Context: an optimization exercise on an open-source flow, tuned for small area and a short achievable clock period. The choices shown serve that exercise and are no tape-out recipe. RTL that was checked went through simulation tests only; none was proved equivalent to the original.

==> run D: inputs <==
Design float_ops, start of the top module:
module float_ops(
	input         clk,
	input         rst_n,
	input  [31:0] add_a,
	input  [31:0] add_b,
	output [31:0] add_out,
	input  [31:0] mul_a,
	input  [31:0] mul_b,
	output [31:0] mul_out,
	input  [31:0] cmp_a,
	input  [31:0] cmp_b,
	output        cmp_gt,
	output        cmp_eq,
	output        cmp_lt,
	input  [31:0] f2i_in,
	output [31:0] f2i_out,
	input  [31:0] i2f_in,
	output [31:0] i2f_out
);
Settings: LEC_CHECK=0, CAP_MARGIN=20, CORE_MARGIN=2, CORE_UTILIZATION=40, CTS_CLUSTER_DIAMETER=150, CTS_CLUSTER_SIZE=24, SLEW_MARGIN=20, SYNTH_HIERARCHICAL=1, SYNTH_MINIMUM_KEEP_SIZE=0; clock period 10.0 ns.
standard.sh (not shown) runs the stock make flow with config.mk's settings and CLKGATE_MAP_FILE= SYNTH_SCRIPT=/design/flow/synth_recipe.tcl, a recipe that flattens the netlist after the stock synthesis.
==> flow/flow/run.sh <==
#!/bin/bash
set -euo pipefail
export BUFFER_PORTS_ARGS="-buffer_cell sky130_fd_sc_hd__buf_1"
export SETUP_SLACK_MARGIN=5.5
bash standard.sh finish > standard_flow.log 2>&1
==> inputs of run E, as changes to run D <==
--- a/flow/design.v
+++ b/flow/design.v
@@ -1,47 +1,43 @@
 module float_adder(clk,rst_n,add_a,add_b,adder_out);
 input wire [31:0] add_a,add_b;
 output wire [31:0] adder_out;
 input rst_n,clk;
-wire [7:0] ea = add_a[30:23];
-wire [7:0] eb = add_b[30:23];
-wire [8:0] dab = {1'b0, ea} - {1'b0, eb};
-wire [8:0] dba = {1'b0, eb} - {1'b0, ea};
-wire e_lt  = dab[8];                       
-wire a_lt_b = add_a[30:0] < add_b[30:0];
-wire [7:0] d    = e_lt ? dba[7:0] : dab[7:0];
-wire       sat  = e_lt ? (dba[7:0] > 8'd27) : (dab[7:0] > 8'd27);
-wire       near = e_lt ? (dba[7:0] <= 8'd46) : (dab[7:0] <= 8'd46);
-wire [22:0] fam = add_a[22:0] & {23{near}};
-wire [22:0] fbm = add_b[22:0] & {23{near}};
+wire        s_d, sub_d, bz_d, hb_d;
+wire [7:0]  e_d;
+wire [4:0]  d_d;
+wire [22:0] fa_d, fb_d;
+add_order u_ord(.a(add_a), .b(add_b), .s(s_d), .sub(sub_d), .bz(bz_d), .hb(hb_d),
+	.e(e_d), .d(d_d), .fa(fa_d), .fb(fb_d));
 reg        s0, sub0, bz0, hb0;
 reg [7:0]  e0;
 reg [4:0]  d0;
 reg [22:0] fa0, fb0;
 always @(posedge clk) begin
-	s0   <= a_lt_b ? add_b[31] : add_a[31];
-	sub0 <= add_a[31] ^ add_b[31];
-	bz0  <= ~|{add_a, add_b};
-	e0   <= e_lt ? eb : ea;
-	d0   <= sat ? 5'd31 : d[4:0];
-	fa0  <= a_lt_b ? add_b[22:0] : add_a[22:0];
-	hb0  <= near;
-	fb0  <= a_lt_b ? fam : fbm;
+	s0   <= s_d;
+	sub0 <= sub_d;
+	bz0  <= bz_d;
+	e0   <= e_d;
+	d0   <= d_d;
+	fa0  <= fa_d;
+	hb0  <= hb_d;
+	fb0  <= fb_d;
 end
 wire [23:0] bm = {hb0, fb0};
 wire [26:0] ar = {2'b01, fa0, 2'b00};
 wire [26:0] br = {1'b0, bm, 2'b00} >> d0;
 reg st;
 integer k;
 always @(*) begin
 	st = 1'b0;
 	for (k = 0; k < 24; k = k + 1)
 		if ((k + 3 <= d0) && (k + 23 >= d0)) st = st | bm[k];
 end
-wire [26:0] r = ar + (br ^ {27{sub0}}) + {26'd0, sub0 & ~st};
+wire [26:0] r;
+add_sum27 u_sum(.a(ar), .b(br ^ {27{sub0}}), .ci(sub0 & ~st), .s(r));
 reg [26:0] r1;
 reg        s1, bz1, nan1;
 reg [7:0]  e1;
 always @(posedge clk) begin
 	r1   <= r;
 	s1   <= s0;
 	bz1  <= bz0;
@@ -74,14 +70,46 @@
 		s2 <= s1;
 		e2 <= e1 + 8'd1 - {3'd0, ss};
 		f2 <= frac;
 	end
 end
 assign adder_out = {s2, e2, f2};
 endmodule
+module add_sum27(a, b, ci, s);
+input  wire [26:0] a, b;
+input  wire        ci;
+output wire [26:0] s;
+assign s = a + b + {26'd0, ci};
+endmodule
+module add_order(a, b, s, sub, bz, hb, e, d, fa, fb);
+input  wire [31:0] a, b;
+output wire        s, sub, bz, hb;
+output wire [7:0]  e;
+output wire [4:0]  d;
+output wire [22:0] fa, fb;
+wire [7:0] ea = a[30:23];
+wire [7:0] eb = b[30:23];
+wire [8:0] dab = {1'b0, ea} - {1'b0, eb};
+wire [8:0] dba = {1'b0, eb} - {1'b0, ea};
+wire e_lt  = dab[8];                       
+wire a_lt_b = a[30:0] < b[30:0];
+wire [7:0] dd   = e_lt ? dba[7:0] : dab[7:0];
+wire       sat  = e_lt ? (dba[7:0] > 8'd27) : (dab[7:0] > 8'd27);
+wire       near = e_lt ? (dba[7:0] <= 8'd46) : (dab[7:0] <= 8'd46);
+wire [22:0] fam = a[22:0] & {23{near}};
+wire [22:0] fbm = b[22:0] & {23{near}};
+assign s   = a_lt_b ? b[31] : a[31];
+assign sub = a[31] ^ b[31];
+assign bz  = ~|{a, b};
+assign e   = e_lt ? b[30:23] : a[30:23];
+assign d   = sat ? 5'd31 : dd[4:0];
+assign fa  = a_lt_b ? b[22:0] : a[22:0];
+assign hb  = near;
+assign fb  = a_lt_b ? fam : fbm;
+endmodule
 module float_mult(clk,rst_n,mul_a,mul_b,out_a);
 input wire [31:0] mul_a,mul_b;
 output wire [31:0] out_a;
 input rst_n,clk;
 wire [8:0] esum = {1'b0, mul_a[30:23]} + {1'b0, mul_b[30:23]};
 wire nan_in = (&mul_a[30:23]) | (&mul_b[30:23]);
 wire [25:0] y = {2'b01, mul_b[22:0], 1'b0};    
@@ -435,47 +463,16 @@
 assign fc266 = x[22] | pp11[24];
 mul_ha u_ha34(.a(fs266), .b(fc264), .s(hs34), .co(hc34));
 mul_fa u_fa267(.a(x[23]), .b(~neg[11]), .ci(fc266), .s(fs267), .co(fc267));
 wire [28:0] rowa = {hc34, fc265, hc33, fc261, hc32, fc255, hc31, fc247, hc30, fc237, hc29, fc225, hc28, fc211, hc27, fc195, hc26, fc177, hc25, fc157, hc24, fs146, fc124, hc22, fc103, hc21, hc20, hc19, hc18};
 wire [28:0] rowb = {fs267, hs34, fs265, hs33, fs261, hs32, fs255, hs31, fs247, hs30, fs237, hs29, fs225, hs28, fs211, hs27, fs195, hs26, fs177, hs25, fs157, hs24, hs23, fs124, hs22, fs103, hs21, hs20, hs19};
 wire [15:0] lowa = {hc17, hc16, hc15, hc14, hc13, hc12, hc11, hc10, fs18, hc8, hc7, fs8, hc5, hc4, fc2, hc3};
 wire [15:0] lowb = {hs18, hs17, hs16, hs15, hs14, hs13, hs12, hs11, hs10, hs9, hs8, hs7, hs6, hs5, hs4, fs2};
-wire [15:0] lg0 = lowa & lowb;
-wire [15:0] lp0 = lowa ^ lowb;
-wire lg1_ = lg0[1] | (lp0[1] & lg0[0]);
-wire lp1_ = lp0[1] & lp0[0];
-wire lg2_ = lg0[3] | (lp0[3] & lg0[2]);
-wire lp2_ = lp0[3] & lp0[2];
-wire lg3_ = lg0[5] | (lp0[5] & lg0[4]);
-wire lp3_ = lp0[5] & lp0[4];
-wire lg4_ = lg0[7] | (lp0[7] & lg0[6]);
-wire lp4_ = lp0[7] & lp0[6];
-wire lg5_ = lg0[9] | (lp0[9] & lg0[8]);
-wire lp5_ = lp0[9] & lp0[8];
-wire lg6_ = lg0[11] | (lp0[11] & lg0[10]);
-wire lp6_ = lp0[11] & lp0[10];
-wire lg7_ = lg0[13] | (lp0[13] & lg0[12]);
-wire lp7_ = lp0[13] & lp0[12];
-wire lg8_ = lg0[15] | (lp0[15] & lg0[14]);
-wire lp8_ = lp0[15] & lp0[14];
-wire lg9_ = lg2_ | (lp2_ & lg1_);
-wire lp9_ = lp2_ & lp1_;
-wire lg10_ = lg4_ | (lp4_ & lg3_);
-wire lp10_ = lp4_ & lp3_;
-wire lg11_ = lg6_ | (lp6_ & lg5_);
-wire lp11_ = lp6_ & lp5_;
-wire lg12_ = lg8_ | (lp8_ & lg7_);
-wire lp12_ = lp8_ & lp7_;
-wire lg13_ = lg10_ | (lp10_ & lg9_);
-wire lp13_ = lp10_ & lp9_;
-wire lg14_ = lg12_ | (lp12_ & lg11_);
-wire lp14_ = lp12_ & lp11_;
-wire lg15_ = lg14_ | (lp14_ & lg13_);
-wire lp15_ = lp14_ & lp13_;
-wire lcarry = lg15_;
+wire lcarry;
+mul_lowc u_lowc(.lowa(lowa), .lowb(lowb), .c(lcarry));
 reg [28:0] ra1, rb1;
 reg        cl1;
 reg        s1, ovf1, unf1;
 reg [7:0]  e1;
 always @(posedge clk) begin
 	ra1  <= rowa;
 	rb1  <= rowb;
@@ -609,14 +606,52 @@
 	end else begin
 		e2 <= e1;
 		f2 <= p1[22:0];
 	end
 end
 assign out_a = {s2, e2, f2};
 endmodule
+module mul_lowc(lowa, lowb, c);
+input  wire [15:0] lowa, lowb;
+output wire c;
+wire [15:0] lg0 = lowa & lowb;
+wire [15:0] lp0 = lowa ^ lowb;
+wire lg1_ = lg0[1] | (lp0[1] & lg0[0]);
+wire lp1_ = lp0[1] & lp0[0];
+wire lg2_ = lg0[3] | (lp0[3] & lg0[2]);
+wire lp2_ = lp0[3] & lp0[2];
+wire lg3_ = lg0[5] | (lp0[5] & lg0[4]);
+wire lp3_ = lp0[5] & lp0[4];
+wire lg4_ = lg0[7] | (lp0[7] & lg0[6]);
+wire lp4_ = lp0[7] & lp0[6];
+wire lg5_ = lg0[9] | (lp0[9] & lg0[8]);
+wire lp5_ = lp0[9] & lp0[8];
+wire lg6_ = lg0[11] | (lp0[11] & lg0[10]);
+wire lp6_ = lp0[11] & lp0[10];
+wire lg7_ = lg0[13] | (lp0[13] & lg0[12]);
+wire lp7_ = lp0[13] & lp0[12];
+wire lg8_ = lg0[15] | (lp0[15] & lg0[14]);
+wire lp8_ = lp0[15] & lp0[14];
+wire lg9_ = lg2_ | (lp2_ & lg1_);
+wire lp9_ = lp2_ & lp1_;
+wire lg10_ = lg4_ | (lp4_ & lg3_);
+wire lp10_ = lp4_ & lp3_;
+wire lg11_ = lg6_ | (lp6_ & lg5_);
+wire lp11_ = lp6_ & lp5_;
+wire lg12_ = lg8_ | (lp8_ & lg7_);
+wire lp12_ = lp8_ & lp7_;
+wire lg13_ = lg10_ | (lp10_ & lg9_);
+wire lp13_ = lp10_ & lp9_;
+wire lg14_ = lg12_ | (lp12_ & lg11_);
+wire lp14_ = lp12_ & lp11_;
+wire lg15_ = lg14_ | (lp14_ & lg13_);
+wire lp15_ = lp14_ & lp13_;
+wire lcarry = lg15_;
+assign c = lcarry;
+endmodule
 module mul_fa(a, b, ci, s, co);
 input  wire a, b, ci;
 output wire s, co;
 assign s  = a ^ b ^ ci;
 assign co = (a & b) | (a & ci) | (b & ci);
 endmodule
 module mul_ha(a, b, s, co);
@@ -654,40 +689,48 @@
 reg [31:0] m_r;
 reg [2:0]  any_r;
 always @(posedge clk) begin
 	s_r   <= float_in[31];
 	m_r   <= mag;
 	any_r <= {|mag[23:16], |mag[15:8], |mag[7:0]};
 end
+f2i_neg u_neg(.m(m_r), .any(any_r), .s(s_r), .y(int_out));
+endmodule
+module f2i_neg(m, any, s, y);
+input  wire [31:0] m;
+input  wire [2:0]  any;
+input  wire        s;
+output wire [31:0] y;
 wire [31:0] below;
 genvar i;
 generate for (i = 0; i < 32; i = i + 1) begin : g_below
 	if (i % 8 == 0) begin : g_first
 		if (i == 0) begin : g_zero
 			assign below[i] = 1'b0;
 		end else begin : g_lower
-			assign below[i] = |any_r[i/8-1:0];
+			assign below[i] = |any[i/8-1:0];
 		end
 	end else begin : g_rest
 		if (i < 8) begin : g_byte0
-			assign below[i] = |m_r[i-1:0];
+			assign below[i] = |m[i-1:0];
 		end else begin : g_upper
-			assign below[i] = (|m_r[i-1:(i/8)*8]) | (|any_r[i/8-1:0]);
+			assign below[i] = (|m[i-1:(i/8)*8]) | (|any[i/8-1:0]);
 		end
 	end
 end endgenerate
-assign int_out = m_r ^ ({32{s_r}} & below);
+assign y = m ^ ({32{s}} & below);
 endmodule
 module int2float(clk,rst_n,int_in,float_out);
 input wire clk,rst_n;
 input wire [31:0] int_in;
 output wire [31:0] float_out;
 wire        s   = int_in[31];
 wire [31:0] y   = int_in ^ {32{s}};
-wire [31:0] mag = s ? (~int_in + 32'd1) : int_in;
+wire [31:0] mag;
+i2f_mag u_mag(.x(int_in), .m(mag));
 reg  [5:0]  c;
 integer i;
 always @(*) begin
 	c = 6'd32;
 	for (i = 0; i < 32; i = i + 1)
 		if (y[i]) c = 31 - i;
 end
@@ -699,14 +742,19 @@
 	s_r <= s;
 	c_r <= c;
 	m_r <= m8;
 end
 wire [31:0] n = m_r << c_r[1:0];
 assign float_out = {s_r, n[31] ? (8'd158 - {2'd0, c_r}) : (8'd159 - {2'd0, c_r}), n[30:8]};
 endmodule
+module i2f_mag(x, m);
+input  wire [31:0] x;
+output wire [31:0] m;
+assign m = x[31] ? (~x + 32'd1) : x;
+endmodule
 module float_ops(
 	input         clk,
 	input         rst_n,
 	input  [31:0] add_a,
 	input  [31:0] add_b,
 	output [31:0] add_out,
 	input  [31:0] mul_a,
==> flow/flow/run.sh (replaced) <==
#!/bin/bash
set -euo pipefail
export BUFFER_PORTS_ARGS="-buffer_cell sky130_fd_sc_hd__buf_1"
export SETUP_SLACK_MARGIN=5.75
bash standard.sh finish > standard_flow.log 2>&1
==> inputs of run R, as changes to run D <==
--- a/flow/design.v
+++ b/flow/design.v
@@ -1,47 +1,43 @@
 module float_adder(clk,rst_n,add_a,add_b,adder_out);
 input wire [31:0] add_a,add_b;
 output wire [31:0] adder_out;
 input rst_n,clk;
-wire [7:0] ea = add_a[30:23];
-wire [7:0] eb = add_b[30:23];
-wire [8:0] dab = {1'b0, ea} - {1'b0, eb};
-wire [8:0] dba = {1'b0, eb} - {1'b0, ea};
-wire e_lt  = dab[8];                       
-wire a_lt_b = add_a[30:0] < add_b[30:0];
-wire [7:0] d    = e_lt ? dba[7:0] : dab[7:0];
-wire       sat  = e_lt ? (dba[7:0] > 8'd27) : (dab[7:0] > 8'd27);
-wire       near = e_lt ? (dba[7:0] <= 8'd46) : (dab[7:0] <= 8'd46);
-wire [22:0] fam = add_a[22:0] & {23{near}};
-wire [22:0] fbm = add_b[22:0] & {23{near}};
+wire        s_d, sub_d, bz_d, hb_d;
+wire [7:0]  e_d;
+wire [4:0]  d_d;
+wire [22:0] fa_d, fb_d;
+add_order u_ord(.a(add_a), .b(add_b), .s(s_d), .sub(sub_d), .bz(bz_d), .hb(hb_d),
+	.e(e_d), .d(d_d), .fa(fa_d), .fb(fb_d));
 reg        s0, sub0, bz0, hb0;
 reg [7:0]  e0;
 reg [4:0]  d0;
 reg [22:0] fa0, fb0;
 always @(posedge clk) begin
-	s0   <= a_lt_b ? add_b[31] : add_a[31];
-	sub0 <= add_a[31] ^ add_b[31];
-	bz0  <= ~|{add_a, add_b};
-	e0   <= e_lt ? eb : ea;
-	d0   <= sat ? 5'd31 : d[4:0];
-	fa0  <= a_lt_b ? add_b[22:0] : add_a[22:0];
-	hb0  <= near;
-	fb0  <= a_lt_b ? fam : fbm;
+	s0   <= s_d;
+	sub0 <= sub_d;
+	bz0  <= bz_d;
+	e0   <= e_d;
+	d0   <= d_d;
+	fa0  <= fa_d;
+	hb0  <= hb_d;
+	fb0  <= fb_d;
 end
 wire [23:0] bm = {hb0, fb0};
 wire [26:0] ar = {2'b01, fa0, 2'b00};
 wire [26:0] br = {1'b0, bm, 2'b00} >> d0;
 reg st;
 integer k;
 always @(*) begin
 	st = 1'b0;
 	for (k = 0; k < 24; k = k + 1)
 		if ((k + 3 <= d0) && (k + 23 >= d0)) st = st | bm[k];
 end
-wire [26:0] r = ar + (br ^ {27{sub0}}) + {26'd0, sub0 & ~st};
+wire [26:0] r;
+add_sum27 u_sum(.a(ar), .b(br ^ {27{sub0}}), .ci(sub0 & ~st), .s(r));
 reg [26:0] r1;
 reg        s1, bz1, nan1;
 reg [7:0]  e1;
 always @(posedge clk) begin
 	r1   <= r;
 	s1   <= s0;
 	bz1  <= bz0;
@@ -74,14 +70,46 @@
 		s2 <= s1;
 		e2 <= e1 + 8'd1 - {3'd0, ss};
 		f2 <= frac;
 	end
 end
 assign adder_out = {s2, e2, f2};
 endmodule
+module add_sum27(a, b, ci, s);
+input  wire [26:0] a, b;
+input  wire        ci;
+output wire [26:0] s;
+assign s = a + b + {26'd0, ci};
+endmodule
+module add_order(a, b, s, sub, bz, hb, e, d, fa, fb);
+input  wire [31:0] a, b;
+output wire        s, sub, bz, hb;
+output wire [7:0]  e;
+output wire [4:0]  d;
+output wire [22:0] fa, fb;
+wire [7:0] ea = a[30:23];
+wire [7:0] eb = b[30:23];
+wire [8:0] dab = {1'b0, ea} - {1'b0, eb};
+wire [8:0] dba = {1'b0, eb} - {1'b0, ea};
+wire e_lt  = dab[8];                       
+wire a_lt_b = a[30:0] < b[30:0];
+wire [7:0] dd   = e_lt ? dba[7:0] : dab[7:0];
+wire       sat  = e_lt ? (dba[7:0] > 8'd27) : (dab[7:0] > 8'd27);
+wire       near = e_lt ? (dba[7:0] <= 8'd46) : (dab[7:0] <= 8'd46);
+wire [22:0] fam = a[22:0] & {23{near}};
+wire [22:0] fbm = b[22:0] & {23{near}};
+assign s   = a_lt_b ? b[31] : a[31];
+assign sub = a[31] ^ b[31];
+assign bz  = ~|{a, b};
+assign e   = e_lt ? b[30:23] : a[30:23];
+assign d   = sat ? 5'd31 : dd[4:0];
+assign fa  = a_lt_b ? b[22:0] : a[22:0];
+assign hb  = near;
+assign fb  = a_lt_b ? fam : fbm;
+endmodule
 module float_mult(clk,rst_n,mul_a,mul_b,out_a);
 input wire [31:0] mul_a,mul_b;
 output wire [31:0] out_a;
 input rst_n,clk;
 wire [8:0] esum = {1'b0, mul_a[30:23]} + {1'b0, mul_b[30:23]};
 wire nan_in = (&mul_a[30:23]) | (&mul_b[30:23]);
 wire [25:0] y = {2'b01, mul_b[22:0], 1'b0};    
@@ -435,47 +463,16 @@
 assign fc266 = x[22] | pp11[24];
 mul_ha u_ha34(.a(fs266), .b(fc264), .s(hs34), .co(hc34));
 mul_fa u_fa267(.a(x[23]), .b(~neg[11]), .ci(fc266), .s(fs267), .co(fc267));
 wire [28:0] rowa = {hc34, fc265, hc33, fc261, hc32, fc255, hc31, fc247, hc30, fc237, hc29, fc225, hc28, fc211, hc27, fc195, hc26, fc177, hc25, fc157, hc24, fs146, fc124, hc22, fc103, hc21, hc20, hc19, hc18};
 wire [28:0] rowb = {fs267, hs34, fs265, hs33, fs261, hs32, fs255, hs31, fs247, hs30, fs237, hs29, fs225, hs28, fs211, hs27, fs195, hs26, fs177, hs25, fs157, hs24, hs23, fs124, hs22, fs103, hs21, hs20, hs19};
 wire [15:0] lowa = {hc17, hc16, hc15, hc14, hc13, hc12, hc11, hc10, fs18, hc8, hc7, fs8, hc5, hc4, fc2, hc3};
 wire [15:0] lowb = {hs18, hs17, hs16, hs15, hs14, hs13, hs12, hs11, hs10, hs9, hs8, hs7, hs6, hs5, hs4, fs2};
-wire [15:0] lg0 = lowa & lowb;
-wire [15:0] lp0 = lowa ^ lowb;
-wire lg1_ = lg0[1] | (lp0[1] & lg0[0]);
-wire lp1_ = lp0[1] & lp0[0];
-wire lg2_ = lg0[3] | (lp0[3] & lg0[2]);
-wire lp2_ = lp0[3] & lp0[2];
-wire lg3_ = lg0[5] | (lp0[5] & lg0[4]);
-wire lp3_ = lp0[5] & lp0[4];
-wire lg4_ = lg0[7] | (lp0[7] & lg0[6]);
-wire lp4_ = lp0[7] & lp0[6];
-wire lg5_ = lg0[9] | (lp0[9] & lg0[8]);
-wire lp5_ = lp0[9] & lp0[8];
-wire lg6_ = lg0[11] | (lp0[11] & lg0[10]);
-wire lp6_ = lp0[11] & lp0[10];
-wire lg7_ = lg0[13] | (lp0[13] & lg0[12]);
-wire lp7_ = lp0[13] & lp0[12];
-wire lg8_ = lg0[15] | (lp0[15] & lg0[14]);
-wire lp8_ = lp0[15] & lp0[14];
-wire lg9_ = lg2_ | (lp2_ & lg1_);
-wire lp9_ = lp2_ & lp1_;
-wire lg10_ = lg4_ | (lp4_ & lg3_);
-wire lp10_ = lp4_ & lp3_;
-wire lg11_ = lg6_ | (lp6_ & lg5_);
-wire lp11_ = lp6_ & lp5_;
-wire lg12_ = lg8_ | (lp8_ & lg7_);
-wire lp12_ = lp8_ & lp7_;
-wire lg13_ = lg10_ | (lp10_ & lg9_);
-wire lp13_ = lp10_ & lp9_;
-wire lg14_ = lg12_ | (lp12_ & lg11_);
-wire lp14_ = lp12_ & lp11_;
-wire lg15_ = lg14_ | (lp14_ & lg13_);
-wire lp15_ = lp14_ & lp13_;
-wire lcarry = lg15_;
+wire lcarry;
+mul_lowc u_lowc(.lowa(lowa), .lowb(lowb), .c(lcarry));
 reg [28:0] ra1, rb1;
 reg        cl1;
 reg        s1, ovf1, unf1;
 reg [7:0]  e1;
 always @(posedge clk) begin
 	ra1  <= rowa;
 	rb1  <= rowb;
@@ -609,14 +606,52 @@
 	end else begin
 		e2 <= e1;
 		f2 <= p1[22:0];
 	end
 end
 assign out_a = {s2, e2, f2};
 endmodule
+module mul_lowc(lowa, lowb, c);
+input  wire [15:0] lowa, lowb;
+output wire c;
+wire [15:0] lg0 = lowa & lowb;
+wire [15:0] lp0 = lowa ^ lowb;
+wire lg1_ = lg0[1] | (lp0[1] & lg0[0]);
+wire lp1_ = lp0[1] & lp0[0];
+wire lg2_ = lg0[3] | (lp0[3] & lg0[2]);
+wire lp2_ = lp0[3] & lp0[2];
+wire lg3_ = lg0[5] | (lp0[5] & lg0[4]);
+wire lp3_ = lp0[5] & lp0[4];
+wire lg4_ = lg0[7] | (lp0[7] & lg0[6]);
+wire lp4_ = lp0[7] & lp0[6];
+wire lg5_ = lg0[9] | (lp0[9] & lg0[8]);
+wire lp5_ = lp0[9] & lp0[8];
+wire lg6_ = lg0[11] | (lp0[11] & lg0[10]);
+wire lp6_ = lp0[11] & lp0[10];
+wire lg7_ = lg0[13] | (lp0[13] & lg0[12]);
+wire lp7_ = lp0[13] & lp0[12];
+wire lg8_ = lg0[15] | (lp0[15] & lg0[14]);
+wire lp8_ = lp0[15] & lp0[14];
+wire lg9_ = lg2_ | (lp2_ & lg1_);
+wire lp9_ = lp2_ & lp1_;
+wire lg10_ = lg4_ | (lp4_ & lg3_);
+wire lp10_ = lp4_ & lp3_;
+wire lg11_ = lg6_ | (lp6_ & lg5_);
+wire lp11_ = lp6_ & lp5_;
+wire lg12_ = lg8_ | (lp8_ & lg7_);
+wire lp12_ = lp8_ & lp7_;
+wire lg13_ = lg10_ | (lp10_ & lg9_);
+wire lp13_ = lp10_ & lp9_;
+wire lg14_ = lg12_ | (lp12_ & lg11_);
+wire lp14_ = lp12_ & lp11_;
+wire lg15_ = lg14_ | (lp14_ & lg13_);
+wire lp15_ = lp14_ & lp13_;
+wire lcarry = lg15_;
+assign c = lcarry;
+endmodule
 module mul_fa(a, b, ci, s, co);
 input  wire a, b, ci;
 output wire s, co;
 assign s  = a ^ b ^ ci;
 assign co = (a & b) | (a & ci) | (b & ci);
 endmodule
 module mul_ha(a, b, s, co);
@@ -654,40 +689,48 @@
 reg [31:0] m_r;
 reg [2:0]  any_r;
 always @(posedge clk) begin
 	s_r   <= float_in[31];
 	m_r   <= mag;
 	any_r <= {|mag[23:16], |mag[15:8], |mag[7:0]};
 end
+f2i_neg u_neg(.m(m_r), .any(any_r), .s(s_r), .y(int_out));
+endmodule
+module f2i_neg(m, any, s, y);
+input  wire [31:0] m;
+input  wire [2:0]  any;
+input  wire        s;
+output wire [31:0] y;
 wire [31:0] below;
 genvar i;
 generate for (i = 0; i < 32; i = i + 1) begin : g_below
 	if (i % 8 == 0) begin : g_first
 		if (i == 0) begin : g_zero
 			assign below[i] = 1'b0;
 		end else begin : g_lower
-			assign below[i] = |any_r[i/8-1:0];
+			assign below[i] = |any[i/8-1:0];
 		end
 	end else begin : g_rest
 		if (i < 8) begin : g_byte0
-			assign below[i] = |m_r[i-1:0];
+			assign below[i] = |m[i-1:0];
 		end else begin : g_upper
-			assign below[i] = (|m_r[i-1:(i/8)*8]) | (|any_r[i/8-1:0]);
+			assign below[i] = (|m[i-1:(i/8)*8]) | (|any[i/8-1:0]);
 		end
 	end
 end endgenerate
-assign int_out = m_r ^ ({32{s_r}} & below);
+assign y = m ^ ({32{s}} & below);
 endmodule
 module int2float(clk,rst_n,int_in,float_out);
 input wire clk,rst_n;
 input wire [31:0] int_in;
 output wire [31:0] float_out;
 wire        s   = int_in[31];
 wire [31:0] y   = int_in ^ {32{s}};
-wire [31:0] mag = s ? (~int_in + 32'd1) : int_in;
+wire [31:0] mag;
+i2f_mag u_mag(.x(int_in), .m(mag));
 reg  [5:0]  c;
 integer i;
 always @(*) begin
 	c = 6'd32;
 	for (i = 0; i < 32; i = i + 1)
 		if (y[i]) c = 31 - i;
 end
@@ -699,14 +742,19 @@
 	s_r <= s;
 	c_r <= c;
 	m_r <= m8;
 end
 wire [31:0] n = m_r << c_r[1:0];
 assign float_out = {s_r, n[31] ? (8'd158 - {2'd0, c_r}) : (8'd159 - {2'd0, c_r}), n[30:8]};
 endmodule
+module i2f_mag(x, m);
+input  wire [31:0] x;
+output wire [31:0] m;
+assign m = x[31] ? (~x + 32'd1) : x;
+endmodule
 module float_ops(
 	input         clk,
 	input         rst_n,
 	input  [31:0] add_a,
 	input  [31:0] add_b,
 	output [31:0] add_out,
 	input  [31:0] mul_a,
==> flow/flow/run.sh (replaced) <==
#!/bin/bash
set -euo pipefail
export BUFFER_PORTS_ARGS="-buffer_cell sky130_fd_sc_hd__buf_1"
export SETUP_SLACK_MARGIN=5.75
bash standard.sh finish > standard_flow.log 2>&1
- ABC_AREA: not set -> 1
==> impl_metrics.ini <==
[clock_tree]
post_cts_resized = 73

[setup_path]
path_delay_family = compound AO/OA/AOI/OAI gates
crit_path_top_delay_cell = dfxtp_4

[floorplan]
core_area_mm2 = 0.0903

[synthesis]
synth-compound-area-share = 0.210

[placement]
detailedPlacementHpwl_mm = 81.2

[pwr]
p_total_uw = 10400
p_switching_uw = 4920

[run_status]
status = complete, no violations

[route]
dr.pass1.iters = 6
Source of the figures above: run D

==> impl_metrics.ini <==
[run_status]
status = complete, no violations

[floorplan]
core_area_mm2 = 0.0933

[route]
dr.pass1.iters = 6

[setup_path]
crit_path_top_delay_cell = fa_2
cpMostUsedCell = nand2_1

[pwr]
p_total_uw = 10200
p_switching_uw = 5030
pg_comb_uw = 6970

[clock_tree]
post_cts_resized = 99

[placement]
detailedPlacementHpwl_mm = 90.8

[timing]
relSlewSlack = 0.416
Source of the figures above: run R

==> impl_metrics.ini <==
[setup_path]
path_delay_family = simple AND/OR/NAND/NOR gates

[floorplan]
core_area_mm2 = 0.0929
die_x_um = 309

[run_status]
status = complete, no violations

[placement]
detailedPlacementHpwl_mm = 83.1

[clock_tree]
post_cts_resized = 103

[pwr]
p_switching_uw = 5100
Source of the figures above: run E

For run D, only the layout was checked, not whether the RTL still works.

==> what the ideal ports hide <==
The results above use ideal ports. As a check the final layouts listed here were re-extracted and re-timed, cells and wires unchanged. Step 1: set_driving_cell puts a clkbuf_16 on clk and a buf_2 on each other input, an assumption about the parent block. Step 2 times the ports against the registers' clock, not the clock port: input delays grow and output delays shrink by t, the midpoint of the rising clock arrivals with the driver on. Three values: no drivers, after step 1, after step 2; two values: the first two.
run	t, ns	slack for setup (ns)	latest minus earliest clock arrival (ns)
run D	0.643	5.507 / 5.507 / 5.007	0.037 / 0.037
run E	0.613	5.797 / 5.751 / 5.137	0.036 / 0.037
run R	0.651	5.729 / 5.729 / 5.389	0.027 / 0.027
After both steps every run listed still meets setup and hold. For run E, which loses most, drivers alone change the setup slack by -0.046 ns; drivers and shift together by -0.660 ns.
